Context: an optimization exercise on an open-source flow, tuned for small area. The choices shown serve that exercise and are no tape-out recipe. The RTL was checked by simulation tests, not by an equivalence proof against the original design. No activity file was given, so power comes from the tool's default toggle rates. The flow treats the clock pin as an ideal source, which a real chip does not have.

==> design/flow/config.mk <==
export PLATFORM = sky130hd
export DESIGN_NAME = risc_v
export DESIGN_NICKNAME = risc_v
export VERILOG_FILES = /design/flow/design.v
export SDC_FILE = /design/flow/constraint.sdc
export NUM_CORES = 8
export LEC_CHECK = 0
export CAP_MARGIN = 20
export CORE_MARGIN = 2
export CORE_UTILIZATION = 30
export SLEW_MARGIN = 20
==> design/flow/constraint.sdc <==
create_clock -name core_clock -period 20.0 [get_ports {CLK}]
set_input_delay 4.0000 -clock core_clock [delete_from_list [all_inputs] [get_ports {CLK}]]
set_output_delay 4.0000 -clock core_clock [all_outputs]
set_load 0.01 [all_outputs]
==> design/flow/design.v <==
module risc_v
(
 input   wire                        CLK,
 input   wire                        RST,
 output  wire     [31:0]             PC,
 input   wire     [31:0]             Instr,
 output  wire                        MemWrite,
 output  wire     [31:0]             DataAdr,
 output  wire     [31:0]             WriteData,
 input   wire     [31:0]             ReadData
);
 reg  [4:0] cnt;
 reg        ph;      
 reg        run;     
 always @(posedge CLK or negedge RST)
   if (!RST) begin
     cnt <= 5'd0;
     ph  <= 1'b0;
     run <= 1'b0;
   end else begin
     cnt <= cnt + 5'd1;
     if (cnt == 5'd31) begin
       if (run) ph <= ~ph;
       run <= 1'b1;
     end
   end
 wire c0  = (cnt == 5'd0);
 wire c2  = (cnt == 5'd2);
 wire c31 = (cnt == 5'd31);
 wire p1  = run & ~ph;
 wire p2  = run & ph;
 wire [6:0] op   = Instr[6:0];
 wire [2:0] f3   = Instr[14:12];
 wire isLd  = (op == 7'b0000011);
 wire isSt  = (op == 7'b0100011);
 wire isR   = (op == 7'b0110011);
 wire isI   = (op == 7'b0010011);
 wire isBr  = (op == 7'b1100011);
 wire isJal = (op == 7'b1101111);
 wire isAlu = isR | isI;
 wire fSlt  = (f3 == 3'b010);
 wire fOr   = (f3 == 3'b110);
 wire fAdd  = (f3 == 3'b000);
 wire sltu  = isAlu & fSlt;
 wire subop = isR & fAdd & Instr[30];
 wire doOr  = isAlu & fOr;
 wire doAnd = isAlu & ~(fAdd | fSlt | fOr);
 reg  [2:0] k;
 reg  [4:0] rdl;     
 wire wr   = k[2] | (k[1] & k[0]);
 wire jmp  = ~k[2] & k[1];
 wire st   = ~k[2] & ~k[1] & k[0];
 wire ld   = k[2] & ~k[1] & k[0];
 wire        swap = p1 ? isSt : (ph & st);
 wire [4:0]  adr2 = ph ? rdl : Instr[24:20];
 wire        wen  = swap | (p2 & wr);
 wire [31:0] rout;
 wire        wbit;
 reg  [31:0] wd;                        
 wire        wbus = run & (swap ? wd[0] : wbit);
 genvar g;
 generate
   for (g = 0; g < 31; g = g + 1) begin : rf
     reg  [31:0] x;
     wire we = ~run | (wen & (adr2 == g));
     always @(posedge CLK)
       x <= {(we ? wbus : x[0]), x[31:1]};
     assign rout[g] = x[0];
   end
 endgenerate
 assign rout[31] = wd[0];
 wire a = rout[Instr[19:15]];
 wire b = rout[adr2];
 reg im;
 always @(*) begin
   if (cnt == 5'd0)
     im = (isBr | isJal) ? 1'b0 : (isSt ? Instr[7] : Instr[20]);
   else if (cnt <= 5'd4)
     im = (isSt | isBr) ? Instr[cnt + 5'd7] : Instr[cnt + 5'd20];
   else if (cnt <= 5'd10)
     im = Instr[cnt + 5'd20];
   else if (cnt == 5'd11)
     im = isBr ? Instr[7] : (isJal ? Instr[20] : Instr[31]);
   else if (cnt <= 5'd19)
     im = isJal ? Instr[cnt] : Instr[31];
   else
     im = Instr[31];
 end
 reg  [31:0] pc_r;
 reg  [31:0] da;
 reg         c;      
 reg         e;      
 wire opA  = a & ~(isBr | isJal);
 wire opB  = isR ? b : im;
 wire inv  = subop | sltu;
 wire opBx = opB ^ inv;
 wire cin  = c0 ? (inv & ~ph) : c;
 wire sum  = opA ^ opBx ^ cin;
 wire cout = (opA & opBx) | (opA & cin) | (opBx & cin);
 wire res  = doOr ? (opA | opB) : (doAnd ? (opA & opB) : sum);
 wire eqin   = (c0 | e) & ~(a ^ b);
 wire pa     = pc_r[0];
 wire addend = jmp ? da[0] : c2;
 wire psum   = pa ^ addend ^ cin;
 wire pcout  = (pa & addend) | (pa & cin) | (addend & cin);
 wire inc    = c2 | (e & ~c0);
 wire link   = pa ^ inc;
 wire ldcap  = ph & c0 & ld;
 always @(posedge CLK) begin
   c  <= ph ? pcout : cout;
   e  <= ph ? (pa & inc) : eqin;
   da <= {res, (ldcap ? ReadData[31:1] : da[31:1])};
   if (~p1)
     pc_r <= {(run & psum), pc_r[31:1]};
   if (p1 & c31) begin
     rdl <= isSt ? Instr[24:20] : Instr[11:7];
     if (isLd)       k <= 3'b101;
     else if (isSt)  k <= 3'b001;
     else if (isJal) k <= 3'b011;
     else if (isBr)  k <= eqin ? 3'b010 : 3'b000;
     else if (isAlu) k <= sltu ? (cout ? 3'b110 : 3'b111) : 3'b100;
     else            k <= 3'b000;
   end
 end
 assign wbit = ~k[2] ? link :
               k[1]  ? (k[0] & c0) :
               ((k[0] & c0) ? ReadData[0] : da[0]);
 wire we31 = p2 & wr & (rdl == 5'd31);
 always @(posedge CLK)
   wd <= {(~run ? 1'b0 : swap ? b : we31 ? wbit : wd[0]), wd[31:1]};
 assign PC        = pc_r;
 assign DataAdr   = da;
 assign WriteData = wd;
 assign MemWrite  = p2 & c0 & st;
endmodule
==> design/flow/flow/run.sh <==
#!/bin/bash
# Own flow: the standard layout with smaller port buffers and a
# clock tree without dummy loads.
set -euo pipefail
export BUFFER_PORTS_ARGS="-buffer_cell sky130_fd_sc_hd__buf_1"
export CTS_ARGS="-sink_clustering_enable -repair_clock_nets -dont_use_dummy_load -buf_list sky130_fd_sc_hd__clkbuf_4 -sink_clustering_size 10 -sink_clustering_max_diameter 40"
bash standard.sh > standard.log 2>&1
==> design/flow/standard.sh <==
#!/bin/bash
# synth_recipe.tcl (not shown) runs the flow's synth.tcl, then flattens the netlist and writes it again
# the make line also repeats each setting of config.mk as NAME=value (left out here)
make -C /OpenROAD-flow-scripts/flow DESIGN_CONFIG=/design/flow/config.mk WORK_HOME=/design/flow/orfs CLKGATE_MAP_FILE= SYNTH_SCRIPT=/design/flow/synth_recipe.tcl "${@:-finish}"
==> results.cfg, run 1 <==
[global_routing]
grt_usage = 0.0937
grt.overflow.total = 0
grt_pass1_wl_um = 65000
antenna_found_initial = 6
grt_pass1_vias = 11900
grt_max_degree = 42

[synthesis]
synthDistinctLibCells = 62
yosysTopAreaCellShare = 0.820
postSynthCellCount = 1508
synthTopCellsByArea = dfxtp_1 (82%), edfxtp_1 (4.7%), mux4_2 (2.5%), mux2_2 (1.8%), o211ai_1 (0.99%)
synth_largest_area_cell = dfxtp_1
ys.flop_type = dfxtp_1
synthesis.area_um2 = 25800
yosysMostFrequentCell = dfxtp_1
synth_seq_cells = 1105
synth-seq-area-share = 0.873
synth_commonest_cells = dfxtp_1 (1058), nand2_1 (49), mux2_2 (41)
avgSynthCellArea_um2 = 17.1
syn_nets = 1586
yosys_warnings = 1
async_reset_ff_frac = 0.00633
synth-edff-count = 40

[die]
dieHeight_um = 297
num_rows = 107
die_area_um2 = 88500
start_util = 0.303
die_x_um = 297
ios = 163
core_um2 = 85300

[clocking]
postCtsSetupBuffers = 0
cts_root_buf = clkbuf_4
clk-insertion-delay-late_ns = 0.96
numCtsBuffers = 136
h-tree-depth = 4
cts_buffer_depth = 3
cts_tree = done
cts_hold_buffers = 0
clk_pin_slew_ns = 0.10
ctsResizeCount = 0
cts.sinks = 1105

[drt]
wl_per_cell_um = 13.9
wirelength_um = 40700
ant_nets = 0
drc = 0
drtPass1Iterations = 8
vias = 11500
drtIter0Drc = 540
viasPerCell = 3.92

[job]
cap_violations = 0

[placement]
placedCellCount = 2788
dp_hpwl_um = 26200
numPortBuffers = 162
place.gp.congestion = 0.842
placed_area_um2 = 27800

[power_and_ir_drop]
power.total_uw = 3180
power.leakage_uw = 0.0108
p_per_area_nw_per_um2 = 110
ir_worst_vdd_v = 0.0000407

[timing]
hold_viol_final = 0
tightest_slew_ns = 0.956
max_freq_mhz = 137
fin_tns_setup_ns = 0
setup_viol = 0
timing.final.max_slew_violations = 0
min_period_ns = 7.31
rsz0062_at_grt = no
relSlewSlack = 0.361
finClkSkew_ns = 0.132
fin_crit_sh = 0.366

[outcome]
status = timing/DRC/antenna clean

[finish]
drive_gt1_frac = 0.123
area_growth_pct = 11.5
layout.nets = 1860
finish.utilization = 0.338
design_area_um2 = 28800
layoutNonFillerInstCount = 2927

[setup_path]
crit_start = cnt[2]$_DFF_PN0_
startpoint_type = register
crit_fanout = 16
slowest_delay_ns = 0.76
critical-path-slowest-cell = dfrtp_1
criticalPathCategory = reg -> out
r2r-start = cnt[1]$_DFF_PN0_
endpoint_kind = output pin
crit_required_ns = 16.00
crit_chain = clkinv_1 > ha_1 > nand3b_1 > nor3_1 > buf_1
arrival_ns = 3.31

[hold_path]
hp-start = rf[1].x[17]$_DFF_P_
hold_class = reg -> reg
[registers in the layout, indices dropped and copies added, names as in the netlist]
register	flops
da	32
ph	1
cnt	5
k	3
pc_r	32
rdl	5
c	1
rf.x	992
run	1
e	1
wd	32
[logic make-up after synthesis]
group | Yosys count | share of synthesized area
xor+xnor | 8 | 0.00271
flops | 1105 | 0.873
fa+ha+maj | 12 | 0.00639
buf+inv | 47 | 0.00765
mux | 97 | 0.0540
simple gates | 120 | 0.0223
compound gates | 119 | 0.0337
[cell type report]
| type | instances | area [um2] |
|---|---|---|
| clock buffer | 136 | 1020 |
| fill | 8198 | 56500 |
| tap | 1144 | 1430 |
| antenna | 3 | 7.51 |
| inverter | 17 | 63.8 |
| sequential | 1105 | 22600 |
| multi-input combinational | 356 | 3080 |
| timing repair buffer | 166 | 638 |
[layout by cell type (no fill, tap or decap), types with 4 or more instances in the layout]
cell      synthesis  final
nand3_1           8      8
a21oi_1          11     11
mux2_2           41     41
nor3_1           10     10
edfxtp_1         40     40
nand2_1          49     49
mux2i_1          25     25
nand2b_1          6      6
o211ai_1         34     34
inv_1            16     15
buf_1             2    162
clkbuf_4          0    136
xnor2_1           5      5
dfxtp_1        1058   1058
o31ai_1          31     31
mux4_2           29     29
ha_1             10     10
dfrtp_1           7      7
nor2_1           17     17
nor2b_1           7      7
o21ai_0           8      8
buf_4             3      4
[routing by layer]
metal | wire (um) | GRT usage | vias up
met1 | 19400 | 0.121 | 5446
li1 | - | - | 5586
met5 | 11 | 0 | -
met2 | 17800 | 0.142 | 332
met3 | 2150 | 0.0305 | 118
met4 | 1310 | 0.0443 | 2
[critical path: cells and delay by family, from the launching register on]
| family | cells | cell delay (ns) |
|---|---|---|
| adder cells (fa/ha/maj) | 1 | 0.39 |
| flip-flops | 1 | 0.76 |
| AND/OR/NAND/NOR | 2 | 0.54 |
| buffers and inverters | 2 | 0.65 |
[worst paths after layout]
kind	to	cells past startpoint	slack, ns
min in group asynchronous	cnt[1]$_DFF_PN0_	1	2.96
min reg2reg	rf[1].x[16]$_DFF_P_	0	0.24
max reg2reg	k[0]$_SDFFCE_PP1P_	11	15.32
max	MemWrite	5	12.69
min	rf[1].x[16]$_DFF_P_	0	0.24
max in group asynchronous	run$_DFFE_PN0P_	1	16.57
[where the power goes]
group | switching [uW] | internal [uW] | leakage (uW) | total (uW)
clock network | 610 | 314 | 0.000626 | 924
registers | 2.83 | 2210 | 0.00892 | 2220
logic | 23.5 | 15.5 | 0.00130 | 39.0
total | 637 | 2540 | 0.0108 | 3180
[per-stage QoR]
stage,hold slack [ns],setup slack [ns]
2_1_floorplan,0.310,13.33
3_3_place_gp,0.310,12.55
3_5_place_dp,0.312,12.51
4_1_cts,0.222,12.45
5_1_grt,0.226,12.31
6_report,0.241,12.69
==> inputs of run 2 (changes only) <==
==> design/flow/flow/run.sh (replaced) <==
#!/bin/bash
# Own flow: the standard layout with smaller port buffers and a
# clock tree without dummy loads.
set -euo pipefail
export BUFFER_PORTS_ARGS="-buffer_cell sky130_fd_sc_hd__buf_1"
export CTS_ARGS="-sink_clustering_enable -repair_clock_nets -dont_use_dummy_load -buf_list sky130_fd_sc_hd__clkbuf_8 -sink_clustering_size 20 -sink_clustering_max_diameter 60"
bash standard.sh > standard.log 2>&1
==> run 2 against run 1 <==
Sequential share of layout area up 0.21 points; largest power group unchanged; clock skew decreased by 0.00093 ns; highest routed layer unchanged; critical path depth did not move; routed wire length down 2.1%; non-clock buffer count unchanged; worst hold slack lost 0.0053 ns; worst setup slack better by 0.28 ns; area after synthesis unchanged.
==> results.cfg, run 2 <==
[finish]
antenna_cells = 0
final_common_cell = dfxtp_1
fill_cells = 8165
largest_reg_flops = 992
design_area_um2 = 28700
layout.nets = 1793
drive_gt1_frac = 0.0887
final_cell_mix = dfxtp_1 (1058), buf_1 (162), clkbuf_8 (69)
top_register = rf.x
area_growth_pct = 11.2

[clocking]
ctsResizeCount = 0
cts_root_buf = clkbuf_8
numCtsBuffers = 69
cts_hold_buffers = 0
postCtsSetupBuffers = 0
clk_pin_slew_ns = 0.11
cts.sinks = 1105
h-tree-depth = 3
cts_buffer_depth = 3
cts_tree = done
clk-insertion-delay-late_ns = 0.67

[synthesis]
synth_commonest_cells = dfxtp_1 (1058), nand2_1 (49), mux2_2 (41)
ys.flop_type = dfxtp_1
synth_largest_area_cell = dfxtp_1
syn_nets = 1586
yosysMostFrequentCell = dfxtp_1
synthesis.area_um2 = 25800
postSynthCellCount = 1508
yosys_warnings = 1
synth_seq_cells = 1105
avgSynthCellArea_um2 = 17.1
synth-seq-area-share = 0.873
async_reset_ff_frac = 0.00633
yosysTopAreaCellShare = 0.820
synth-edff-count = 40
synthDistinctLibCells = 62
synthTopCellsByArea = dfxtp_1 (82%), edfxtp_1 (4.7%), mux4_2 (2.5%), mux2_2 (1.8%), o211ai_1 (0.99%)

[drt]
drc = 0
ant_nets = 0
wirelength_um = 39800
drtPass1Iterations = 5
drtIter0Drc = 549
vias = 11000
wl_per_cell_um = 13.9
viasPerCell = 3.86

[setup_path]
crit_family = flip-flops
startpoint_type = register
crit_fanout = 16
endpoint_kind = output pin
criticalPathCategory = reg -> out
r2r_slack_ns = 15.36
arrival_ns = 3.03
crit_chain = clkinv_1 > ha_1 > nand3b_1 > nor3_1 > buf_1
critPathBufInv = 2
slowest_delay_ns = 0.76
crit_required_ns = 16.00
critical-path-slowest-cell = dfrtp_1

[power_and_ir_drop]
power.leakage_uw = 0.0107
p_per_area_nw_per_um2 = 110
ir_worst_vdd_v = 0.0000428
power.total_uw = 3150

[global_routing]
grt.overflow.total = 0
grt.met3_usage = 0.0226
grt_usage = 0.0900
busiest_layer = met2
antenna_found_initial = 4
grt_max_degree = 42
grt_pass1_vias = 11200
grt.met1_usage = 0.122
grtUsageMet2 = 0.139
grt_pass1_wl_um = 62900

[outcome]
status = timing/DRC/antenna clean

[die]
die_area_um2 = 88500
die_x_um = 297
ios = 163
start_util = 0.303
core_um2 = 85300
dieHeight_um = 297
num_rows = 107

[job]
cap_violations = 0

[placement]
dp_hpwl_um = 26200
placed_area_um2 = 27800
dp_slack_ns = 12.51
place.gp.congestion = 0.842
numPortBuffers = 162

[hold_path]
hold_class = reg -> reg

[timing]
setup_slack_ns = 12.97
finClkSkew_ns = 0.131
rsz0062_at_grt = no
setup_viol = 0
min_period_ns = 7.03
tightest_slew_ns = 0.951
fin_tns_setup_ns = 0
fin_crit_sh = 0.352
hold_viol_final = 0
relSlewSlack = 0.364
fin_hold_ws_ns = 0.236
timing.final.max_slew_violations = 0
max_freq_mhz = 142
==> run 2: cell counts after synthesis <==
Identical to the previous run, type by type.
==> run 2: cells by family after synthesis <==
family / count (synthesis) / synth area share
buf+inv: 47 / 0.00765
simple gates: 120 / 0.0223
mux: 97 / 0.0540
fa+ha+maj: 12 / 0.00639
flops: 1105 / 0.873
compound gates: 119 / 0.0337
xor+xnor: 8 / 0.00271
==> run 2: worst paths after layout <==
check / to / from / cells after the start
worst min-delay path: rf[4].x[28]$_DFF_P_ / rf[4].x[29]$_DFF_P_ / 0
worst max-delay path: MemWrite / cnt[2]$_DFF_PN0_ / 5
min in group asynchronous: cnt[4]$_DFF_PN0_ / RST / 1
worst max register to register: k[0]$_SDFFCE_PP1P_ / cnt[1]$_DFF_PN0_ / 11
max in group asynchronous: ph$_DFFE_PN0P_ / RST / 1
worst min register to register: rf[4].x[28]$_DFF_P_ / rf[4].x[29]$_DFF_P_ / 0
==> run 2: routing by layer <==
metal	routed length, um	vias up
met2	17300	269
met1	19500	5271
met4	1040	2
li1	-	5395
met3	1960	77
met5	11	-
==> run 2: layout make-up <==
class | instances | area (um2) | share of cell area
clock buffer | 69 | 950 | 0.0331
inverter | 17 | 63.8 | 0.00222
multi-input combinational | 356 | 3080 | 0.107
sequential | 1105 | 22600 | 0.785
tap | 1144 | 1430 | 0.0498
timing repair buffer | 166 | 638 | 0.0222
==> run 2: power by group <==
part	internal (uW)	switching (uW)	total (uW)	leakage (uW)
Combinational	15.5	23.5	39.0	0.00130
Sequential	2220	2.90	2220	0.00892
Clock	312	585	897	0.000496
Total	2540	611	3150	0.0107
==> run 2: metrics by stage <==
| stage | std cells | util |
|---|---|---|
| after floorplan | 1508 | - |
| after global placement | 2788 | 0.326 |
| after detailed placement | 2788 | 0.326 |
| after CTS | 2857 | 0.337 |
| after global routing | 2857 | 0.337 |
| final | 2857 | 0.337 |
==> inputs of run 3 (changes only) <==
--- a/design/flow/design.v
+++ b/design/flow/design.v
@@ -60,7 +60,15 @@
  wire        wbus = run & (swap ? wd[0] : wbit);
+ wire [3:0] wl;
+ wire [7:0] wh;
  genvar g;
  generate
+   for (g = 0; g < 4; g = g + 1) begin : dl
+     assign wl[g] = ~run | (wen & (adr2[1:0] == g));
+   end
+   for (g = 0; g < 8; g = g + 1) begin : dh
+     assign wh[g] = ~run | (adr2[4:2] == g);
+   end
    for (g = 0; g < 31; g = g + 1) begin : rf
      reg  [31:0] x;
-     wire we = ~run | (wen & (adr2 == g));
+     wire we = wl[g % 4] & wh[g / 4];
      always @(posedge CLK)
@@ -74,15 +82,27 @@
  reg im;
+ wire sb = isSt | isBr;
  always @(*) begin
-   if (cnt == 5'd0)
-     im = (isBr | isJal) ? 1'b0 : (isSt ? Instr[7] : Instr[20]);
-   else if (cnt <= 5'd4)
-     im = (isSt | isBr) ? Instr[cnt + 5'd7] : Instr[cnt + 5'd20];
-   else if (cnt <= 5'd10)
-     im = Instr[cnt + 5'd20];
-   else if (cnt == 5'd11)
-     im = isBr ? Instr[7] : (isJal ? Instr[20] : Instr[31]);
-   else if (cnt <= 5'd19)
-     im = isJal ? Instr[cnt] : Instr[31];
-   else
-     im = Instr[31];
+   case (cnt)
+     5'd0:  im = isSt ? Instr[7] : ((isBr | isJal) ? 1'b0 : Instr[20]);
+     5'd1:  im = sb ? Instr[8]  : Instr[21];
+     5'd2:  im = sb ? Instr[9]  : Instr[22];
+     5'd3:  im = sb ? Instr[10] : Instr[23];
+     5'd4:  im = sb ? Instr[11] : Instr[24];
+     5'd5:  im = Instr[25];
+     5'd6:  im = Instr[26];
+     5'd7:  im = Instr[27];
+     5'd8:  im = Instr[28];
+     5'd9:  im = Instr[29];
+     5'd10: im = Instr[30];
+     5'd11: im = isBr ? Instr[7] : (isJal ? Instr[20] : Instr[31]);
+     5'd12: im = isJal ? Instr[12] : Instr[31];
+     5'd13: im = isJal ? Instr[13] : Instr[31];
+     5'd14: im = isJal ? Instr[14] : Instr[31];
+     5'd15: im = isJal ? Instr[15] : Instr[31];
+     5'd16: im = isJal ? Instr[16] : Instr[31];
+     5'd17: im = isJal ? Instr[17] : Instr[31];
+     5'd18: im = isJal ? Instr[18] : Instr[31];
+     5'd19: im = isJal ? Instr[19] : Instr[31];
+     default: im = Instr[31];
+   endcase
  end
==> run 3 against run 2 <==
Still clean; power increased by 2.8%; final area fell by 1.3%; worst setup slack better by 0.035 ns; first-iteration DRC count decreased by 29%; clock power is 1% higher; critical path type unchanged; critical endpoint unchanged; largest power group unchanged.
==> results.cfg, run 3 <==
[drt]
vias = 10700
wl_per_cell_um = 13.7
wirelength_um = 38900
viasPerCell = 3.78
drc = 0
drtPass1Iterations = 4
drtIter0Drc = 390
ant_nets = 0

[finish]
finish.utilization = 0.339
layout.nets = 1777
area_growth_pct = 11.7
drive_gt1_frac = 0.0941
largest_reg_flops = 992
top_register = rf.x
final_cell_mix = dfxtp_1 (1058), buf_1 (162), mux2_2 (71), clkbuf_8 (71), nor2_1 (42)
final_common_cell = dfxtp_1

[timing]
timing.final.max_slew_violations = 0
finClkSkew_ns = 0.0920
max_freq_mhz = 143
fin_crit_sh = 0.350
fin_tns_setup_ns = 0
rsz0062_at_grt = no
fin_hold_ws_ns = 0.227
setup_viol = 0
hold_viol_final = 0
min_period_ns = 7.00
tightest_slew_ns = 1.01
setup_slack_ns = 13.00
relSlewSlack = 0.316

[global_routing]
grt.overflow.total = 0
grt_max_degree = 33
grt_pass1_vias = 10800
grt_usage = 0.0897
grt_pass1_wl_um = 60500
antenna_found_initial = 2

[synthesis]
synth-seq-area-share = 0.889
postSynthCellCount = 1483
synthesis.area_um2 = 25400
synth_largest_area_cell = dfxtp_1
async_reset_ff_frac = 0.00633
synth_seq_cells = 1105
synthTopCellsByArea = dfxtp_1 (83%), edfxtp_1 (4.7%), mux2_2 (3.2%), mux2i_1 (1.4%), dfrtp_1 (0.69%)
yosysMostFrequentCell = dfxtp_1
syn_nets = 1558
avgSynthCellArea_um2 = 17.1
yosys_warnings = 1
ys.flop_type = dfxtp_1
synth-edff-count = 40
yosysTopAreaCellShare = 0.835
synthDistinctLibCells = 65
synth_commonest_cells = dfxtp_1 (1058), mux2_2 (71), nor2_1 (42)

[hold_path]
hold-path-endpoint = rf[26].x[16]$_DFF_P_
hp-start = rf[26].x[17]$_DFF_P_
hold_class = reg -> reg
hold_depth = 0

[power_and_ir_drop]
clkPwrFrac = 0.281
ir_worst_vdd_v = 0.0000457
power.leakage_uw = 0.0108
p_per_area_nw_per_um2 = 114
p_int_uw = 2590
combPwrFrac = 0.024
p_sw_uw = 652
swShare = 0.201
p_seq_frac = 0.695

[clocking]
cts_tree = done
ctsResizeCount = 0
cts.sinks = 1105
postCtsSetupBuffers = 0
cts_hold_buffers = 0
numCtsBuffers = 71
clk-insertion-delay-late_ns = 0.67
cts_buffer_depth = 3
clk_pin_slew_ns = 0.10
cts_root_buf = clkbuf_8
h-tree-depth = 3

[setup_path]
slowest_delay_ns = 0.81
criticalPathCategory = reg -> out
startpoint_type = register
arrival_ns = 3.00
crit_required_ns = 16.00
r2r_end = k[0]$_SDFFCE_PP1P_
r2r-start = cnt[0]$_DFF_PN0_
cp.depth = 4
critPathBufInv = 1
crit_fanout = 17
endpoint_kind = output pin
reg2reg_depth = 13
crit_family = simple AND/OR/NAND/NOR gates
crit_chain = nor3_1 > nand2_1 > nor3_1 > buf_1
cpMostUsedCell = nor3_1
r2r_slack_ns = 16.06
critical-path-slowest-cell = nor3_1

[die]
die_x_um = 295
dieHeight_um = 295
core_um2 = 83700
die_area_um2 = 86900
start_util = 0.303
ios = 163
num_rows = 106

[job]
cap_violations = 0

[placement]
dp_slack_ns = 12.57
dp_hpwl_um = 25200
numPortBuffers = 162
place.gp.congestion = 0.806

[outcome]
status = timing/DRC/antenna clean
[run 3: power groups by stage]
stage / Combinational, uW / Sequential, uW / Clock (uW)
after floorplan: 33.3 / 2310 / 0
after global placement: 78.9 / 2300 / 0
after detailed placement: 79.0 / 2300 / 0
after CTS: 79.4 / 2250 / 964
after global routing: 87.4 / 2260 / 1040
final: 79.0 / 2250 / 910
[run 3: worst max-delay path by stage]
| stage | start | endpoint | slack, ns |
|---|---|---|---|
| floorplan | Instr[21] | k[0]$_SDFFCE_PP1P_ | 13.32 |
| global placement | Instr[21] | k[0]$_SDFFCE_PP1P_ | 12.61 |
| detailed placement | Instr[21] | k[0]$_SDFFCE_PP1P_ | 12.57 |
| CTS | cnt[2]$_DFF_PN0_ | MemWrite | 12.79 |
| global route | cnt[2]$_DFF_PN0_ | MemWrite | 12.67 |
| finish | cnt[2]$_DFF_PN0_ | MemWrite | 13.00 |
[run 3: logic make-up after synthesis]
| logic type | after synthesis | share of synthesized area |
|---|---|---|
| adders and majority gates | 9 | 0.00503 |
| buffers and inverters | 38 | 0.00695 |
| muxes | 108 | 0.0462 |
| AOI/OAI and AO/OA | 87 | 0.0259 |
| DFF | 1105 | 0.889 |
| xor gates and xnor gates | 5 | 0.00173 |
| and+or+nand+nor | 131 | 0.0253 |
[run 3: metrics by stage]
stage	cell area, um2	std cells	total power [uW]
floorplan	25400	1483	2340
global placement	27400	2763	2380
detailed placement	27400	2763	2380
CTS	28300	2834	3300
global route	28300	2835	3390
finish	28300	2835	3240
[run 3: layer usage]
metal	vias to the layer above	track usage	part of all wire
met1	5050	0.111	0.46
met3	95	0.0262	0.070
li1	5245	-	-
met5	-	0	0
met4	0	0.0493	0.037
met2	314	0.141	0.43
[run 3: cell type report]
type / count / area (um2)
diodes: 1 / 2.50
clock buffers: 71 / 977
fillers: 8005 / 55300
inverters: 13 / 48.8
multi-input cells: 340 / 2660
flip-flops and latches: 1105 / 22600
well taps: 1134 / 1420
repair buffers: 171 / 676
[run 3: worst reg2reg max path, cell delays in order (launching register included)]
cell	delay, ns
dfrtp_1	0.40
inv_1	0.10
ha_1	0.40
or4_4	0.60
a221oi_2	0.33
o211ai_1	0.14
a2111oi_2	0.31
nand4_1	0.17
a32oi_1	0.25
xnor2_1	0.12
fa_1	0.45
and3_1	0.18
o21ai_0	0.16
nand2_1	0.07
==> inputs of run 4 (changes only) <==
==> design/flow/flow/run.sh (replaced) <==
#!/bin/bash
# Own flow: the standard layout with the smallest buffer on the ports
# and a clock tree built from the buffers below, without dummy loads.
# make's full output goes to standard.log; ORFS keeps each step's log
# under orfs/logs.
set -euo pipefail
export BUFFER_PORTS_ARGS="-buffer_cell sky130_fd_sc_hd__buf_1"
export CTS_ARGS="-sink_clustering_enable -repair_clock_nets -dont_use_dummy_load -buf_list sky130_fd_sc_hd__clkbuf_8 sky130_fd_sc_hd__clkbuf_16 -sink_clustering_size 30 -sink_clustering_max_diameter 70"

bash standard.sh > standard.log 2>&1
==> run 4 against run 3 <==
The flow now stops in clock tree synthesis; area after synthesis unchanged; synthesized cell count unchanged.
==> results.cfg, run 4 <==
[outcome]
stop_error = [ERROR STA-0564] clock_tree_synthesis positional arguments not supported.
status = stopped before the end
failing_step = clock tree synthesis

[placement]
place.gp.congestion = 0.806
numPortBuffers = 162
placedCellCount = 2763
dp_hpwl_um = 25200

[synthesis]
avgSynthCellArea_um2 = 17.1
synthTopCellsByArea = dfxtp_1 (83%), edfxtp_1 (4.7%), mux2_2 (3.2%), mux2i_1 (1.4%), dfrtp_1 (0.69%)
ys.flop_type = dfxtp_1
synthesis.area_um2 = 25400
synth_seq_cells = 1105
async_reset_ff_frac = 0.00633
synthDistinctLibCells = 65
yosysMostFrequentCell = dfxtp_1
yosysTopAreaCellShare = 0.835
postSynthCellCount = 1483
yosys_warnings = 1
synth_largest_area_cell = dfxtp_1
synth-edff-count = 40
syn_nets = 1558
synth_commonest_cells = dfxtp_1 (1058), mux2_2 (71), nor2_1 (42)
synth-seq-area-share = 0.889

[die]
ios = 163
num_rows = 106
die_x_um = 295
start_util = 0.303
dieHeight_um = 295
run 4: worst max-delay path by stage:
| stage | from | cells past startpoint | slack [ns] | end |
|---|---|---|---|---|
| global placement | Instr[21] | 13 | 12.61 | k[0]$_SDFFCE_PP1P_ |
| floorplan | Instr[21] | 12 | 13.32 | k[0]$_SDFFCE_PP1P_ |
| detailed placement | Instr[21] | 13 | 12.57 | k[0]$_SDFFCE_PP1P_ |
run 4: power groups by stage:
stage / Sequential (uW) / Combinational [uW] / Clock, uW
2_1_floorplan: 2310 / 33.3 / 0
3_3_place_gp: 2300 / 78.9 / 0
3_5_place_dp: 2300 / 79.0 / 0
run 4: through the flow:
| step | cell area [um2] | setup slack (ns) |
|---|---|---|
| 2_1_floorplan | 25400 | 13.32 |
| 3_3_place_gp | 27400 | 12.61 |
| 3_5_place_dp | 27400 | 12.57 |
run 4: cells by family after synthesis:
kind of cell,share of synthesized area
AO/OA/AOI/OAI,0.0259
multiplexers,0.0462
adder cells (fa/ha/maj),0.00503
AND/OR/NAND/NOR,0.0253
flip-flops,0.889
XOR/XNOR,0.00173
buffers and inverters,0.00695
==> inputs of run 5 (changes only) <==
==> design/flow/flow/run.sh (replaced) <==
#!/bin/bash
# Own flow: the standard layout (standard.sh, synth_recipe.tcl) with
#  - an area-oriented ABC script for the combinational logic (the registers,
#    their names and cells are those of the standard synthesis),
#  - the smallest buffer on the ports,
#  - a clock tree of the buffers below, without dummy loads.
# make's full output goes to standard.log; ORFS keeps each step's log
# under orfs/logs.
set -euo pipefail
here=$(pwd)
rm -rf "$here/scripts"
cp -r "$FLOW_HOME/scripts" "$here/scripts"
cp "$here/flow/abc_area.script" "$here/scripts/abc_speed.script"
export SCRIPTS_DIR="$here/scripts"
export BUFFER_PORTS_ARGS="-buffer_cell sky130_fd_sc_hd__buf_1"
export CTS_ARGS="-sink_clustering_enable -repair_clock_nets -dont_use_dummy_load -buf_list {sky130_fd_sc_hd__clkbuf_4 sky130_fd_sc_hd__clkbuf_8} -sink_clustering_buffer sky130_fd_sc_hd__clkbuf_8 -sink_clustering_size 20 -sink_clustering_max_diameter 60"
bash standard.sh > standard.log 2>&1
==> design/flow/flow/abc_area.script (new file) <==
strash
&get -n
&st
&synch2
&if -K 6
&mfs
&st
&dch -f
&put
amap
topo
==> run 5 against run 4 <==
The run now finishes clean; area after synthesis fell by 2.5%; synthesized cell count up 0.27%.
==> results.cfg, run 5 <==
[timing]
min_period_ns = 7.93
rsz0062_at_grt = no
setup_slack_ns = 12.07
setup_viol = 0
hold_viol_final = 0
finClkSkew_ns = 0.0841
tightest_slew_ns = 0.950
fin_crit_sh = 0.396
max_freq_mhz = 126
timing.final.max_slew_violations = 0
relSlewSlack = 0.363
fin_tns_setup_ns = 0

[global_routing]
antenna_found_initial = 2
grt_pass1_vias = 10800
grt_pass1_wl_um = 61200
grt_max_degree = 33
grt_usage = 0.0921
grt.overflow.total = 0

[finish]
final_common_cell = dfxtp_1
finish.utilization = 0.339
area_growth_pct = 12.0
top_register = rf.x
final_cell_mix = dfxtp_1 (1058), buf_1 (162), nor2_1 (97)
design_area_um2 = 27700
drive_gt1_frac = 0.0441
layoutNonFillerInstCount = 2795
largest_reg_flops = 992
layout.nets = 1800

[synthesis]
synth_top_family_by_area = compound AO/OA/AOI/OAI gates
yosys_warnings = 1
synthTopCellsByArea = dfxtp_1 (86%), edfxtp_1 (4.9%), o22a_1 (1.6%), nor2_1 (1.5%), a21oi_1 (0.89%)
synth_xor_area_frac = 0
synth_adder_area_share = 0.00516
ys.flop_type = dfxtp_1
synthesis.area_um2 = 24700
synth-edff-count = 40
synth_commonest_cells = dfxtp_1 (1058), nor2_1 (97), a21oi_1 (44), o22a_1 (44), edfxtp_1 (40)
synthDistinctLibCells = 39
synth_compound_area_frac = 0.0521
synthMuxAreaShare = 0
synth_largest_area_cell = dfxtp_1
syn_nets = 1562
synth_seq_cells = 1105
avgSynthCellArea_um2 = 16.6
yosysMostFrequentCell = dfxtp_1
postSynthCellCount = 1487
async_reset_ff_frac = 0.00633
yosysTopAreaCellShare = 0.856
yosys.area_share.simple = 0.0256
synth-seq-area-share = 0.911

[power_and_ir_drop]
p_int_uw = 2600
p_seq_frac = 0.693
ir_worst_vdd_v = 0.0000423
power.leakage_uw = 0.0103
p_per_area_nw_per_um2 = 117
swShare = 0.200
clkPwrFrac = 0.281
p_sw_uw = 651
combPwrFrac = 0.026

[clocking]
h-tree-depth = 3
clk-insertion-delay-late_ns = 0.66
ctsResizeCount = 0
cts_hold_buffers = 0
cts.sinks = 1105
clk_pin_slew_ns = 0.10
cts_tree = done
cts_root_buf = clkbuf_8
cts_buffer_depth = 3
numCtsBuffers = 73
postCtsSetupBuffers = 0

[setup_path]
crit_fanout = 11
startpoint_type = input port
crit_required_ns = 20.36
criticalPathCategory = in -> reg
arrival_ns = 8.29
endpoint_kind = register

[die]
start_util = 0.302
dieHeight_um = 291
ios = 163
die_x_um = 291
num_rows = 105
core_um2 = 81800
die_area_um2 = 84800

[drt]
viasPerCell = 3.87
drtPass1Iterations = 5
vias = 10800
drc = 0
ant_nets = 0
drtIter0Drc = 556
wl_per_cell_um = 13.8
wirelength_um = 38700

[placement]
placedCellCount = 2720
numPortBuffers = 162
place.gp.congestion = 0.844
placed_area_um2 = 26700
dp_slack_ns = 11.45
dp_hpwl_um = 25800

[hold_path]
hold_class = reg -> reg

[outcome]
status = timing/DRC/antenna clean

[job]
cap_violations = 0
run 5: path summary, 6_finish.rpt:
kind | slack (ns) | cells past startpoint | endpoint | startpoint
worst min register to register | 0.24 | 0 | rf[15].x[24]$_DFF_P_ | rf[15].x[25]$_DFF_P_
min in group asynchronous | 3.30 | 1 | cnt[0]$_DFF_PN0_ | RST
worst max-delay path | 12.07 | 15 | k[0]$_SDFFCE_PP1P_ | Instr[5]
worst max register to register | 15.43 | 12 | k[0]$_SDFFCE_PP1P_ | ph$_DFFE_PN0P_
worst min-delay path | 0.24 | 0 | rf[15].x[24]$_DFF_P_ | rf[15].x[25]$_DFF_P_
max in group asynchronous | 16.34 | 1 | cnt[1]$_DFF_PN0_ | RST
run 5: power groups by stage:
stage,clock [uW],combinational [uW],sequential (uW)
2_1_floorplan,0,37.1,2310
3_3_place_gp,0,86.2,2310
3_5_place_dp,0,86.2,2310
4_1_cts,964,86.5,2260
5_1_grt,1050,92.8,2260
6_report,913,85.2,2260
run 5: cell families (layout without fill, tap and decap cells):
| kind of cell | Yosys count | after routing |
|---|---|---|
| AOI/OAI and AO/OA | 182 | 182 |
| adders and majority gates | 9 | 9 |
| buffers and inverters | 37 | 273 |
| DFF | 1105 | 1105 |
| other | 0 | 2 |
| and+or+nand+nor | 154 | 154 |
run 5: stage by stage:
step	power, uW	hold WS, ns
final	3250	0.243
after detailed placement	2390	0.312
after global placement	2390	0.310
after CTS	3310	0.235
after floorplan	2350	0.310
after global routing	3400	0.236
run 5: area by class of cell:
class	instances	area [um2]
fillers	7790	54100
repair buffers	164	623
diodes	2	5.00
inverters	36	135
flip-flops and latches	1105	22600
well taps	1070	1340
clock buffers	73	1000
multi-input cells	345	2060
run 5: critical path, cell delays in order:
cell       delay (ns)
buf_1            0.10
clkinv_1         0.08
nor2_1           0.19
nand2_1          0.10
nor2_1           0.71
clkinv_1         0.52
nand2_1          0.22
o21ai_0          0.11
a2111oi_0        0.53
o41ai_1          0.16
o32ai_1          0.59
a21oi_1          0.20
fa_1             0.47
a31oi_1          0.19
o21ai_0          0.12
run 5: per-layer routing:
| layer | wire [um] | track usage | vias to the layer above | part of all wire |
|---|---|---|---|---|
| met5 | 0 | 0 | - | 0 |
| met4 | 1160 | 0.0351 | 0 | 0.030 |
| met3 | 2470 | 0.0273 | 86 | 0.064 |
| met2 | 16500 | 0.142 | 332 | 0.43 |
| met1 | 18500 | 0.122 | 5054 | 0.48 |
| li1 | - | - | 5353 | - |
==> inputs of run 6 (changes only) <==
--- a/design/flow/flow/run.sh
+++ b/design/flow/flow/run.sh
@@ -15,3 +15,3 @@
 export BUFFER_PORTS_ARGS="-buffer_cell sky130_fd_sc_hd__buf_1"
-export CTS_ARGS="-sink_clustering_enable -repair_clock_nets -dont_use_dummy_load -buf_list {sky130_fd_sc_hd__clkbuf_4 sky130_fd_sc_hd__clkbuf_8} -sink_clustering_buffer sky130_fd_sc_hd__clkbuf_8 -sink_clustering_size 20 -sink_clustering_max_diameter 60"
+export CTS_ARGS="-sink_clustering_enable -repair_clock_nets -dont_use_dummy_load -buf_list sky130_fd_sc_hd__clkbuf_16 -sink_clustering_size 32 -sink_clustering_max_diameter 50"
 bash standard.sh > standard.log 2>&1
==> run 6 against run 5 <==
Still clean; area after synthesis unchanged; first-iteration DRC count rose by 3.6%; sequential share of layout area down 2.7 points; count of clock-buffer cells in the layout up 5; power is 13% higher; critical path depth is the same; flip-flop and latch count did not move; global-route usage rose by 0.082 points.
==> results.cfg, run 6 <==
[outcome]
status = timing/DRC/antenna clean

[setup_path]
startpoint_type = input port
slowest_delay_ns = 0.70
critical-path-slowest-cell = nor2_1
reg2reg_depth = 12
crit_family = compound AO/OA/AOI/OAI gates
arrival_ns = 8.27
r2r-start = ph$_DFFE_PN0P_
cp.depth = 15
crit_chain = buf_1 > clkinv_1 > nor2_1 > nand2_1 > nor2_1 > clkinv_1 > nand2_1 > o21ai_0 > a2111oi_0 > o41ai_1 > o32ai_1 > a21oi_1 > fa_1 > a31oi_1 > o21ai_0
r2r_slack_ns = 15.46
endpoint_kind = register
criticalPathCategory = in -> reg
crit_fanout = 11
r2r_end = k[0]$_SDFFCE_PP1P_
crit_required_ns = 20.33
critPathBufInv = 3

[timing]
finClkSkew_ns = 0.0777
min_period_ns = 7.94
rsz0062_at_grt = no
tightest_slew_ns = 0.952
relSlewSlack = 0.362
max_freq_mhz = 126
setup_viol = 0
fin_crit_sh = 0.397
timing.final.max_slew_violations = 0
setup_slack_ns = 12.06
fin_tns_setup_ns = 0
hold_viol_final = 0

[drt]
drc = 0
ant_nets = 0
drtPass1Iterations = 5
wl_per_cell_um = 14.0
wirelength_um = 39200
viasPerCell = 3.88
drtIter0Drc = 576
vias = 10900

[finish]
drive_gt1_frac = 0.0469
design_area_um2 = 28700
area_growth_pct = 15.8
top_register = rf.x
final_common_cell = dfxtp_1
fill_cells = 7683
layout.nets = 1805
final_cell_mix = dfxtp_1 (1058), buf_1 (162), nor2_1 (97)
finish.utilization = 0.350
largest_reg_flops = 992

[synthesis]
yosysTopAreaCellShare = 0.856
synth_commonest_cells = dfxtp_1 (1058), nor2_1 (97), a21oi_1 (44), o22a_1 (44), edfxtp_1 (40)
synth_largest_area_cell = dfxtp_1
ys.flop_type = dfxtp_1
synth-seq-area-share = 0.911
synthTopCellsByArea = dfxtp_1 (86%), edfxtp_1 (4.9%), o22a_1 (1.6%), nor2_1 (1.5%), a21oi_1 (0.89%)
synthesis.area_um2 = 24700
postSynthCellCount = 1487
yosys_warnings = 1
yosysMostFrequentCell = dfxtp_1
avgSynthCellArea_um2 = 16.6
synth_seq_cells = 1105
synth-edff-count = 40
async_reset_ff_frac = 0.00633
syn_nets = 1562
synthDistinctLibCells = 39

[die]
die_x_um = 291
start_util = 0.302
ios = 163
dieHeight_um = 291
die_area_um2 = 84800
num_rows = 105
core_um2 = 81800

[global_routing]
grt.met3_usage = 0.0274
antenna_found_initial = 2
grt_pass1_vias = 10900
busiest_layer = met2
grt_usage = 0.0929
grt_max_degree = 33
grt_pass1_wl_um = 61700
grt.met1_usage = 0.122
grtUsageMet2 = 0.142
grt.overflow.total = 0

[hold_path]
hp-start = rf[19].x[8]$_DFF_P_
hold_class = reg -> reg
hold_depth = 0
hold-path-endpoint = rf[19].x[7]$_DFF_P_

[power_and_ir_drop]
p_per_area_nw_per_um2 = 128
p_int_uw = 2960
ir_worst_vdd_v = 0.0000628
combPwrFrac = 0.023
p_sw_uw = 710
clkPwrFrac = 0.362
power.leakage_uw = 0.0107
p_seq_frac = 0.614
swShare = 0.193

[placement]
dp_hpwl_um = 25800
numPortBuffers = 162
place.gp.congestion = 0.844
placed_area_um2 = 26700
dp_slack_ns = 11.45

[clocking]
postCtsSetupBuffers = 0
numCtsBuffers = 78
cts_root_buf = clkbuf_16
h-tree-depth = 3
cts_buffer_depth = 3
cts.sinks = 1105
clk_pin_slew_ns = 0.08
clk-insertion-delay-late_ns = 0.63
cts_hold_buffers = 0
cts_tree = done
ctsResizeCount = 0

[job]
cap_violations = 0
## run 6: cell counts after synthesis
No cell type changed its count.
## run 6: kinds of logic after synthesis
| kind of cell | Yosys count | share of synthesized area |
|---|---|---|
| and+or+nand+nor | 154 | 0.0256 |
| buffers and inverters | 37 | 0.00576 |
| AOI/OAI and AO/OA | 182 | 0.0521 |
| adders and majority gates | 9 | 0.00516 |
| DFF | 1105 | 0.911 |
## run 6: metrics by stage
| step | instances | total power [uW] | hold WS, ns |
|---|---|---|---|
| 2_1_floorplan | 1487 | 2350 | 0.310 |
| 4_1_cts | 2798 | 3720 | 0.267 |
| 6_report | 2799 | 3670 | 0.268 |
| 3_3_place_gp | 2720 | 2390 | 0.310 |
| 3_5_place_dp | 2720 | 2390 | 0.312 |
| 5_1_grt | 2799 | 3810 | 0.274 |
## run 6: power by group through the flow
stage | Sequential, uW | Combinational (uW) | Clock, uW
floorplan | 2310 | 37.1 | 0
global placement | 2310 | 86.2 | 0
detailed placement | 2310 | 86.2 | 0
CTS | 2260 | 86.5 | 1380
global route | 2260 | 92.8 | 1460
finish | 2260 | 85.3 | 1330
## run 6: routing by layer
layer	vias up	part of all wire
li1	5378	-
met1	5066	0.48
met2	347	0.43
met3	80	0.064
met4	0	0.028
met5	-	0
## run 6: worst max-delay path by stage
| stage | startpoint | end | slack, ns |
|---|---|---|---|
| final | Instr[5] | k[0]$_SDFFCE_PP1P_ | 12.06 |
| after global routing | Instr[5] | k[0]$_SDFFCE_PP1P_ | 11.54 |
| after CTS | Instr[5] | k[0]$_SDFFCE_PP1P_ | 12.10 |
| after detailed placement | Instr[5] | k[0]$_SDFFCE_PP1P_ | 11.45 |
| after global placement | Instr[5] | k[0]$_SDFFCE_PP1P_ | 11.49 |
| after floorplan | Instr[1] | rf[0].x[31]$_DFF_P_ | 12.59 |
## run 6: final cells by class
cell class | count | area, um2 | share of cell area
Antenna cell | 1 | 2.50 | 0.0000873
Clock buffer | 78 | 1950 | 0.0681
Inverter | 36 | 135 | 0.00471
Multi-Input combinational cell | 345 | 2060 | 0.0719
Sequential cell | 1105 | 22600 | 0.787
Tap cell | 1070 | 1340 | 0.0467
Timing Repair Buffer | 164 | 623 | 0.0217
## run 6: worst register-to-register path, delay by kind of cell (launching register included)
| kind | cells | cell delay (ns) |
|---|---|---|
| AOI/OAI and AO/OA | 8 | 2.21 |
| adders and majority gates | 1 | 0.47 |
| and+or+nand+nor | 1 | 0.15 |
| DFF | 1 | 0.62 |
| buffers and inverters | 2 | 0.85 |
==> inputs of run 7 (changes only) <==
--- a/design/flow/flow/run.sh
+++ b/design/flow/flow/run.sh
@@ -15,3 +15,3 @@
 export BUFFER_PORTS_ARGS="-buffer_cell sky130_fd_sc_hd__buf_1"
-export CTS_ARGS="-sink_clustering_enable -repair_clock_nets -dont_use_dummy_load -buf_list sky130_fd_sc_hd__clkbuf_16 -sink_clustering_size 32 -sink_clustering_max_diameter 50"
+export CTS_ARGS="-sink_clustering_enable -repair_clock_nets -dont_use_dummy_load -buf_list sky130_fd_sc_hd__clkbuf_16 -sink_clustering_size 36 -sink_clustering_max_diameter 80"
 bash standard.sh > standard.log 2>&1
==> run 7 against run 6 <==
Count of clock-buffer cells in the layout down 36; routed wire length down 1.7%; area after synthesis unchanged; first-iteration DRC count up 5.4%; largest cell class unchanged; register-to-register slack worse by 0.06 ns; critical path depth unchanged; critical endpoint unchanged.
==> results.cfg, run 7 <==
[synthesis]
synth-edff-count = 40
avgSynthCellArea_um2 = 16.6
yosysTopAreaCellShare = 0.856
postSynthCellCount = 1487
synthTopCellsByArea = dfxtp_1 (86%), edfxtp_1 (4.9%), o22a_1 (1.6%), nor2_1 (1.5%), a21oi_1 (0.89%)
yosysMostFrequentCell = dfxtp_1
async_reset_ff_frac = 0.00633
yosys_warnings = 1
synth_largest_area_cell = dfxtp_1
synth_commonest_cells = dfxtp_1 (1058), nor2_1 (97), a21oi_1 (44), o22a_1 (44), edfxtp_1 (40)
syn_nets = 1562
synth-seq-area-share = 0.911
synthDistinctLibCells = 39
synth_seq_cells = 1105
synthesis.area_um2 = 24700
ys.flop_type = dfxtp_1

[timing]
rsz0062_at_grt = no
min_period_ns = 7.99
tightest_slew_ns = 0.944
timing.final.max_slew_violations = 0
fin_tns_setup_ns = 0
max_freq_mhz = 125
finClkSkew_ns = 0.0793
setup_viol = 0
relSlewSlack = 0.367
hold_viol_final = 0
setup_slack_ns = 12.01
fin_crit_sh = 0.400

[placement]
dp_slack_ns = 11.45
dp_hpwl_um = 25800
placedCellCount = 2720
numPortBuffers = 162
placed_area_um2 = 26700
place.gp.congestion = 0.844

[hold_path]
hold_depth = 0
hp-start = rf[27].x[22]$_DFF_P_
hold-path-endpoint = rf[27].x[21]$_DFF_P_
hold_class = reg -> reg

[drt]
wirelength_um = 38500
vias = 10700
viasPerCell = 3.86
drtPass1Iterations = 7
drc = 0
drtIter0Drc = 607
ant_nets = 0
wl_per_cell_um = 13.9

[clocking]
numCtsBuffers = 42
cts_root_buf = clkbuf_16
cts_hold_buffers = 0
clk-insertion-delay-late_ns = 0.61
ctsResizeCount = 0
cts_tree = done
cts.sinks = 1105
h-tree-depth = 2
cts_buffer_depth = 3
postCtsSetupBuffers = 0
clk_pin_slew_ns = 0.12

[job]
cap_violations = 0

[die]
ios = 163
die_x_um = 291
dieHeight_um = 291
die_area_um2 = 84800
num_rows = 105
core_um2 = 81800
start_util = 0.302

[setup_path]
r2r-start = ph$_DFFE_PN0P_
startpoint_type = input port
r2r_end = k[0]$_SDFFCE_PP1P_
criticalPathCategory = in -> reg
endpoint_kind = register
reg2reg_depth = 12
arrival_ns = 8.28
crit_required_ns = 20.29
crit_fanout = 11
r2r_slack_ns = 15.40

[finish]
area_growth_pct = 12.2
antenna_cells = 0
top_register = rf.x
layoutNonFillerInstCount = 2762
layout.nets = 1769
final_cell_mix = dfxtp_1 (1058), buf_1 (162), nor2_1 (97)
largest_reg_flops = 992
final_common_cell = dfxtp_1
drive_gt1_frac = 0.0266
design_area_um2 = 27800

[global_routing]
grt_pass1_wl_um = 60300
grt_usage = 0.0904
grt_pass1_vias = 10400
antenna_found_initial = 1
grt.overflow.total = 0
grt_max_degree = 37

[power_and_ir_drop]
power.leakage_uw = 0.0103
p_per_area_nw_per_um2 = 119
ir_worst_vdd_v = 0.0000574

[outcome]
status = timing/DRC/antenna clean
-- run 7: changes by cell type in the layout (fill, tap and decap cells not counted), sizes merged --
cell / change
clkbuf: -36
diode: -1
-- run 7: cell type report --
cell class                      count  area [um2]
Fill cell                        7781       54100
Sequential cell                  1105       22600
Multi-Input combinational cell    345        2060
Tap cell                         1070        1340
Clock buffer                       42        1050
Timing Repair Buffer              164         623
Inverter                           36         135
-- run 7: report_power, final --
part           total (uW)  switching [uW]  internal (uW)
Clock                 962             582            380
Combinational        85.5            47.0           38.4
Sequential           2260            19.7           2240
-- run 7: through the flow --
step           hold WS (ns)  utilization  power, uW
2_1_floorplan         0.310            -       2350
3_3_place_gp          0.310        0.326       2390
3_5_place_dp          0.312        0.326       2390
4_1_cts               0.247        0.339       3350
5_1_grt               0.244        0.339       3430
6_report              0.242        0.339       3300
-- run 7: worst max-delay path: stages --
cell and delay [ns]:
buf_1 0.10, clkinv_1 0.08, nor2_1 0.19, nand2_1 0.10
nor2_1 0.70, clkinv_1 0.52, nand2_1 0.22, o21ai_0 0.11
a2111oi_0 0.53, o41ai_1 0.16, o32ai_1 0.59, a21oi_1 0.20
fa_1 0.47, a31oi_1 0.19, o21ai_0 0.12
-- run 7: how the worst max path moves through the flow --
stage | start | end | slack (ns) | depth (start not counted)
after floorplan | Instr[1] | rf[0].x[31]$_DFF_P_ | 12.59 | 9
after global placement | Instr[5] | k[0]$_SDFFCE_PP1P_ | 11.49 | 15
after detailed placement | Instr[5] | k[0]$_SDFFCE_PP1P_ | 11.45 | 15
after CTS | Instr[5] | k[0]$_SDFFCE_PP1P_ | 12.06 | 15
after global routing | Instr[5] | k[0]$_SDFFCE_PP1P_ | 11.50 | 15
final | Instr[5] | k[0]$_SDFFCE_PP1P_ | 12.01 | 15
-- run 7: kinds of logic (layout without fill, tap and decap cells) --
kind of cell | after synthesis | count (layout) | synth area share
compound gates | 182 | 182 | 0.0521
buf+inv | 37 | 242 | 0.00576
flops | 1105 | 1105 | 0.911
fa+ha+maj | 9 | 9 | 0.00516
simple gates | 154 | 154 | 0.0256
-- run 7: per-layer routing --
| metal | vias to the layer above | GRT usage | wire length (um) |
|---|---|---|---|
| li1 | 5292 | - | - |
| met5 | - | 0 | 0 |
| met1 | 4982 | 0.122 | 18700 |
| met3 | 68 | 0.0218 | 2370 |
| met2 | 309 | 0.141 | 16400 |
| met4 | 0 | 0.0316 | 991 |
==> inputs of run 8 (changes only) <==
--- a/design/flow/flow/run.sh
+++ b/design/flow/flow/run.sh
@@ -15,3 +15,3 @@
 export BUFFER_PORTS_ARGS="-buffer_cell sky130_fd_sc_hd__buf_1"
-export CTS_ARGS="-sink_clustering_enable -repair_clock_nets -dont_use_dummy_load -buf_list sky130_fd_sc_hd__clkbuf_16 -sink_clustering_size 36 -sink_clustering_max_diameter 80"
+export CTS_ARGS="-sink_clustering_enable -repair_clock_nets -dont_use_dummy_load -buf_list sky130_fd_sc_hd__clkbuf_8 -sink_clustering_size 20 -sink_clustering_max_diameter 60"
 bash standard.sh > standard.log 2>&1
==> run 8 against run 7 <==
Largest cell class unchanged; count of clock-buffer cells in the layout up 31; cell count up 1.2%; combinational power is essentially flat; largest power group unchanged; first-iteration DRC count fell by 8.4%; non-clock buffer count is the same; clock power is 5.1% lower.
==> results.cfg, run 8 <==
[timing]
finClkSkew_ns = 0.0841
setup_viol = 0
min_period_ns = 7.93
relSlewSlack = 0.363
max_freq_mhz = 126
hold_viol_final = 0
tightest_slew_ns = 0.950
fin_hold_ws_ns = 0.243
fin_crit_sh = 0.396
timing.final.max_slew_violations = 0
rsz0062_at_grt = no
fin_tns_setup_ns = 0

[die]
num_rows = 105
start_util = 0.302
die_x_um = 291
die_area_um2 = 84800
ios = 163
dieHeight_um = 291
core_um2 = 81800

[drt]
drtIter0Drc = 556
drc = 0
wirelength_um = 38700
ant_nets = 0
drtPass1Iterations = 5
viasPerCell = 3.87
vias = 10800
wl_per_cell_um = 13.8

[finish]
design_area_um2 = 27700
final_common_cell = dfxtp_1
area_growth_pct = 12.0
final_cell_mix = dfxtp_1 (1058), buf_1 (162), nor2_1 (97)
largest_reg_flops = 992
top_register = rf.x
drive_gt1_frac = 0.0441
layout.nets = 1800

[hold_path]
hold_depth = 0
hold_class = reg -> reg

[power_and_ir_drop]
power.leakage_uw = 0.0103
ir_worst_vdd_v = 0.0000423
p_per_area_nw_per_um2 = 117

[synthesis]
async_reset_ff_frac = 0.00633
postSynthCellCount = 1487
synth-edff-count = 40
synth-seq-area-share = 0.911
avgSynthCellArea_um2 = 16.6
synthesis.area_um2 = 24700
synth_seq_cells = 1105
synth_largest_area_cell = dfxtp_1
synthTopCellsByArea = dfxtp_1 (86%), edfxtp_1 (4.9%), o22a_1 (1.6%), nor2_1 (1.5%), a21oi_1 (0.89%)
yosys_warnings = 1
yosysMostFrequentCell = dfxtp_1
synth_commonest_cells = dfxtp_1 (1058), nor2_1 (97), a21oi_1 (44), o22a_1 (44), edfxtp_1 (40)
syn_nets = 1562
ys.flop_type = dfxtp_1
yosysTopAreaCellShare = 0.856
synthDistinctLibCells = 39

[setup_path]
r2r_end = k[0]$_SDFFCE_PP1P_
criticalPathCategory = in -> reg
arrival_ns = 8.29
crit_start = Instr[5]
reg2reg_depth = 12
crit_required_ns = 20.36
crit_fanout = 11
r2r-start = ph$_DFFE_PN0P_
endpoint_kind = register
crit_path_end = k[0]$_SDFFCE_PP1P_
startpoint_type = input port
r2r_slack_ns = 15.43

[placement]
placed_area_um2 = 26700
dp_hpwl_um = 25800
numPortBuffers = 162
place.gp.congestion = 0.844

[global_routing]
grt.overflow.total = 0
grt_pass1_vias = 10800
grt_max_degree = 33
grt_usage = 0.0921
antenna_found_initial = 2
grt_pass1_wl_um = 61200

[clocking]
clk-insertion-delay-late_ns = 0.66
postCtsSetupBuffers = 0
cts_hold_buffers = 0
cts_tree = done
h-tree-depth = 3
cts_buffer_depth = 3
numCtsBuffers = 73
cts_root_buf = clkbuf_8
ctsResizeCount = 0
clk_pin_slew_ns = 0.10
cts.sinks = 1105

[outcome]
status = timing/DRC/antenna clean

[job]
cap_violations = 0
[run 8: cell counts after synthesis]
Identical to the previous run, type by type.
[run 8: cells by family after synthesis]
logic type	Yosys count	share of synthesized area
adders and majority gates	9	0.00516
buffers and inverters	37	0.00576
DFF	1105	0.911
and+or+nand+nor	154	0.0256
AOI/OAI and AO/OA	182	0.0521
[run 8: routing by layer]
| layer | track usage | share of wire |
|---|---|---|
| met1 | 0.122 | 0.48 |
| met2 | 0.142 | 0.43 |
| met3 | 0.0273 | 0.064 |
| met4 | 0.0351 | 0.030 |
| met5 | 0 | 0 |
[run 8: how the worst min path moves through the flow]
stage	start	to	slack (ns)
2_1_floorplan	rf[0].x[1]$_DFF_P_	rf[0].x[0]$_DFF_P_	0.31
6_report	rf[15].x[25]$_DFF_P_	rf[15].x[24]$_DFF_P_	0.24
4_1_cts	rf[15].x[25]$_DFF_P_	rf[15].x[24]$_DFF_P_	0.23
3_3_place_gp	rf[6].x[2]$_DFF_P_	rf[6].x[1]$_DFF_P_	0.31
5_1_grt	rf[27].x[25]$_DFF_P_	rf[27].x[24]$_DFF_P_	0.24
3_5_place_dp	rf[13].x[17]$_DFF_P_	rf[13].x[16]$_DFF_P_	0.31
[run 8: power by group]
| group | leakage, uW | switching [uW] | internal [uW] |
|---|---|---|---|
| sequential | 0.00892 | 20.0 | 2240 |
| clock | 0.000525 | 584 | 329 |
| combinational | 0.000858 | 46.8 | 38.4 |
[run 8: per-stage QoR]
| step | util | total power, uW | instances | worst slack, ns |
|---|---|---|---|---|
| 4_1_cts | 0.339 | 3310 | 2793 | 12.16 |
| 5_1_grt | 0.339 | 3400 | 2793 | 11.60 |
| 3_5_place_dp | 0.326 | 2390 | 2720 | 11.45 |
| 3_3_place_gp | 0.326 | 2390 | 2720 | 11.49 |
| 6_report | 0.339 | 3250 | 2795 | 12.07 |
| 2_1_floorplan | - | 2350 | 1487 | 12.59 |
[run 8: critical path: stages]
cell       delay [ns]
buf_1            0.10
clkinv_1         0.08
nor2_1           0.19
nand2_1          0.10
nor2_1           0.71
clkinv_1         0.52
nand2_1          0.22
o21ai_0          0.11
a2111oi_0        0.53
o41ai_1          0.16
o32ai_1          0.59
a21oi_1          0.20
fa_1             0.47
a31oi_1          0.19
o21ai_0          0.12
[run 8: cell type report]
cell class                 instances  area (um2)
antenna                            2        5.00
clock buffer                      73        1000
fill                            7790       54100
inverter                          36         135
multi-input combinational        345        2060
sequential                      1105       22600
tap                             1070        1340
timing repair buffer             164         623
==> inputs of run 9 (changes only) <==
--- a/design/flow/flow/run.sh
+++ b/design/flow/flow/run.sh
@@ -15,3 +15,3 @@
 export BUFFER_PORTS_ARGS="-buffer_cell sky130_fd_sc_hd__buf_1"
-export CTS_ARGS="-sink_clustering_enable -repair_clock_nets -dont_use_dummy_load -buf_list sky130_fd_sc_hd__clkbuf_8 -sink_clustering_size 20 -sink_clustering_max_diameter 60"
+export CTS_ARGS="-sink_clustering_enable -repair_clock_nets -dont_use_dummy_load -buf_list sky130_fd_sc_hd__clkbuf_4 -sink_clustering_size 13 -sink_clustering_max_diameter 30"
 bash standard.sh > standard.log 2>&1
--- a/design/flow/config.mk
+++ b/design/flow/config.mk
@@ -9,3 +9,4 @@
 export CORE_MARGIN = 2
-export CORE_UTILIZATION = 30
+export CORE_UTILIZATION = 70
+export PLACE_DENSITY = 0.92
 export SLEW_MARGIN = 20
==> run 9 against run 8 <==
Final area is 3.1% lower; worst hold slack improved by 0.024 ns; non-clock buffer count decreased by 1; critical endpoint unchanged; highest routed layer is now met5; largest power group unchanged; die area is 57% lower; first-iteration DRC count rose by 6.8%; synthesized cell count unchanged.
==> results.cfg, run 9 <==
[synthesis]
synth-seq-area-share = 0.911
yosysTopAreaCellShare = 0.856
yosys_warnings = 1
async_reset_ff_frac = 0.00633
synthTopCellsByArea = dfxtp_1 (86%), edfxtp_1 (4.9%), o22a_1 (1.6%), nor2_1 (1.5%), a21oi_1 (0.89%)
synthDistinctLibCells = 39
synth-edff-count = 40
yosysMostFrequentCell = dfxtp_1
ys.flop_type = dfxtp_1
syn_nets = 1562
synth_seq_cells = 1105
synth_commonest_cells = dfxtp_1 (1058), nor2_1 (97), a21oi_1 (44), o22a_1 (44), edfxtp_1 (40)
synth_largest_area_cell = dfxtp_1
synthesis.area_um2 = 24700
postSynthCellCount = 1487
avgSynthCellArea_um2 = 16.6

[finish]
largest_reg_flops = 992
area_growth_pct = 8.52
design_area_um2 = 26900
final_cell_mix = dfxtp_1 (1058), buf_1 (162), clkbuf_4 (121)
final_common_cell = dfxtp_1
layout.nets = 1847
drive_gt1_frac = 0.0701
top_register = rf.x

[timing]
fin_crit_sh = 0.378
setup_viol = 0
timing.final.max_slew_violations = 0
rsz0062_at_grt = no
max_freq_mhz = 132
finClkSkew_ns = 0.0958
setup_slack_ns = 12.45
hold_viol_final = 0
fin_tns_setup_ns = 0
tightest_slew_ns = 0.835
min_period_ns = 7.55
relSlewSlack = 0.442

[clocking]
clk_pin_slew_ns = 0.11
postCtsSetupBuffers = 0
h-tree-depth = 3
clk-insertion-delay-late_ns = 0.85
cts_buffer_depth = 3
numCtsBuffers = 121
cts_root_buf = clkbuf_4
cts_tree = done
cts.sinks = 1105
ctsResizeCount = 0
cts_hold_buffers = 0

[die]
core_um2 = 34700
ios = 163
start_util = 0.713
die_area_um2 = 36900
num_rows = 68
dieHeight_um = 192
die_x_um = 192

[global_routing]
grt_pass1_wl_um = 66200
antenna_found_initial = 7
grt_max_degree = 33
grt_pass1_vias = 12000
grt.overflow.total = 0
grt_usage = 0.245

[power_and_ir_drop]
p_per_area_nw_per_um2 = 120
power.leakage_uw = 0.0103
ir_worst_vdd_v = 0.0000729
power.total_uw = 3210

[placement]
numPortBuffers = 162
dp_slack_ns = 11.61
dp_hpwl_um = 30400
place.gp.congestion = 0.860
placed_area_um2 = 25900

[setup_path]
criticalPathCategory = in -> reg
crit_required_ns = 20.54
startpoint_type = input port
r2r_slack_ns = 15.46
reg2reg_depth = 12
arrival_ns = 8.09
crit_fanout = 11
endpoint_kind = register

[job]
cap_violations = 0

[drt]
drtIter0Drc = 594
viasPerCell = 5.15
vias = 11500
ant_nets = 0
drtPass1Iterations = 5
wl_per_cell_um = 19.8
drc = 0
wirelength_um = 44100

[hold_path]
hold_class = reg -> reg
hold_depth = 0

[outcome]
status = timing/DRC/antenna clean
run 9: cell counts after synthesis:
No cell type changed its count.
run 9: power by group:
| part | total (uW) | internal [uW] | leakage [uW] | switching, uW |
|---|---|---|---|---|
| registers | 2250 | 2240 | 0.00892 | 17.1 |
| clock network | 871 | 277 | 0.000557 | 594 |
| logic | 89.0 | 38.5 | 0.000852 | 50.4 |
| total | 3210 | 2550 | 0.0103 | 661 |
run 9: cell families after synthesis:
logic type,synth area share
flops,0.911
compound gates,0.0521
buf+inv,0.00576
simple gates,0.0256
fa+ha+maj,0.00516
run 9: metrics by stage:
stage	util	instances	hold WS (ns)
floorplan	-	1487	0.310
global route	0.774	2227	0.267
global placement	0.747	2104	0.310
detailed placement	0.747	2104	0.312
finish	0.774	2229	0.267
CTS	0.773	2225	0.271
run 9: metal layers:
layer  vias to the layer above  global-route usage  share of wire
met2                       463               0.415           0.49
met1                      5404               0.292           0.40
met3                       117              0.0636          0.079
li1                       5493                   -              -
met5                         -                   0        0.00061
met4                         4               0.124          0.038
run 9: final cells by class:
type	instances	area, um2
timing repair buffer	163	616
clock buffer	121	908
fill	1837	7860
antenna	4	10.0
sequential	1105	22600
multi-input combinational	345	2060
tap	455	569
inverter	36	135
run 9: worst max-delay path: stages:
cell and delay (ns):
buf_1 0.13, clkinv_1 0.09, nor2_1 0.17, nand2_1 0.09, nor2_1 0.60, clkinv_1 0.50
nand2_1 0.22, o21ai_0 0.10, a2111oi_0 0.51, o41ai_1 0.16, o32ai_1 0.58, a21oi_1 0.19
fa_1 0.47, a31oi_1 0.18, o21ai_0 0.10
run 9: worst paths after layout:
path | startpoint | to
max | Instr[5] | k[0]$_SDFFCE_PP1P_
min | rf[5].x[18]$_DFF_P_ | rf[5].x[17]$_DFF_P_
max reg2reg | ph$_DFFE_PN0P_ | k[0]$_SDFFCE_PP1P_
min reg2reg | rf[5].x[18]$_DFF_P_ | rf[5].x[17]$_DFF_P_
max in group asynchronous | RST | cnt[3]$_DFF_PN0_
min in group asynchronous | RST | cnt[4]$_DFF_PN0_

separate check: timing with driven ports:
The flow's constraints put no driver on any port. The routed layouts listed below were extracted and timed again, unchanged, in two steps.
Step 1, drivers: a clkbuf_16 drives CLK and a buf_2 each remaining input, both assumed.
Step 2 adds t to the input delays and takes it off the output delays; t is the mean of the earliest and latest rising clock arrival at the registers after step 1. Input paths then give back, and output paths get back, about the clock's delay inside the block.
a / b / c = ideal / step 1 / step 2; a / b = the first two.
| run | shift t [ns] | slack for setup (ns) | worst data-port slew with drivers (ns) |
|---|---|---|---|
| run 1 | 0.927 | 12.689 / 12.634 / 12.504 | 0.07 |
| run 2 | 0.661 | 12.969 / 12.914 / 12.475 | 0.07 |
| run 3 | 0.677 | 13.004 / 12.951 / 12.750 | 0.10 |
| run 5 | 0.663 | 12.071 / 12.086 / 11.422 | 0.11 |
| run 6 | 0.642 | 12.060 / 12.077 / 11.435 | 0.12 |
| run 7 | 0.615 | 12.008 / 12.026 / 11.411 | 0.11 |
| run 8 | 0.663 | 12.071 / 12.086 / 11.422 | 0.11 |
| run 9 | 0.847 | 12.446 / 12.465 / 11.618 | 0.09 |
After both steps every run listed still meets setup and hold. The setup slack of run 9, which loses most, moves by +0.019 ns with the drivers and by -0.828 ns with both steps.
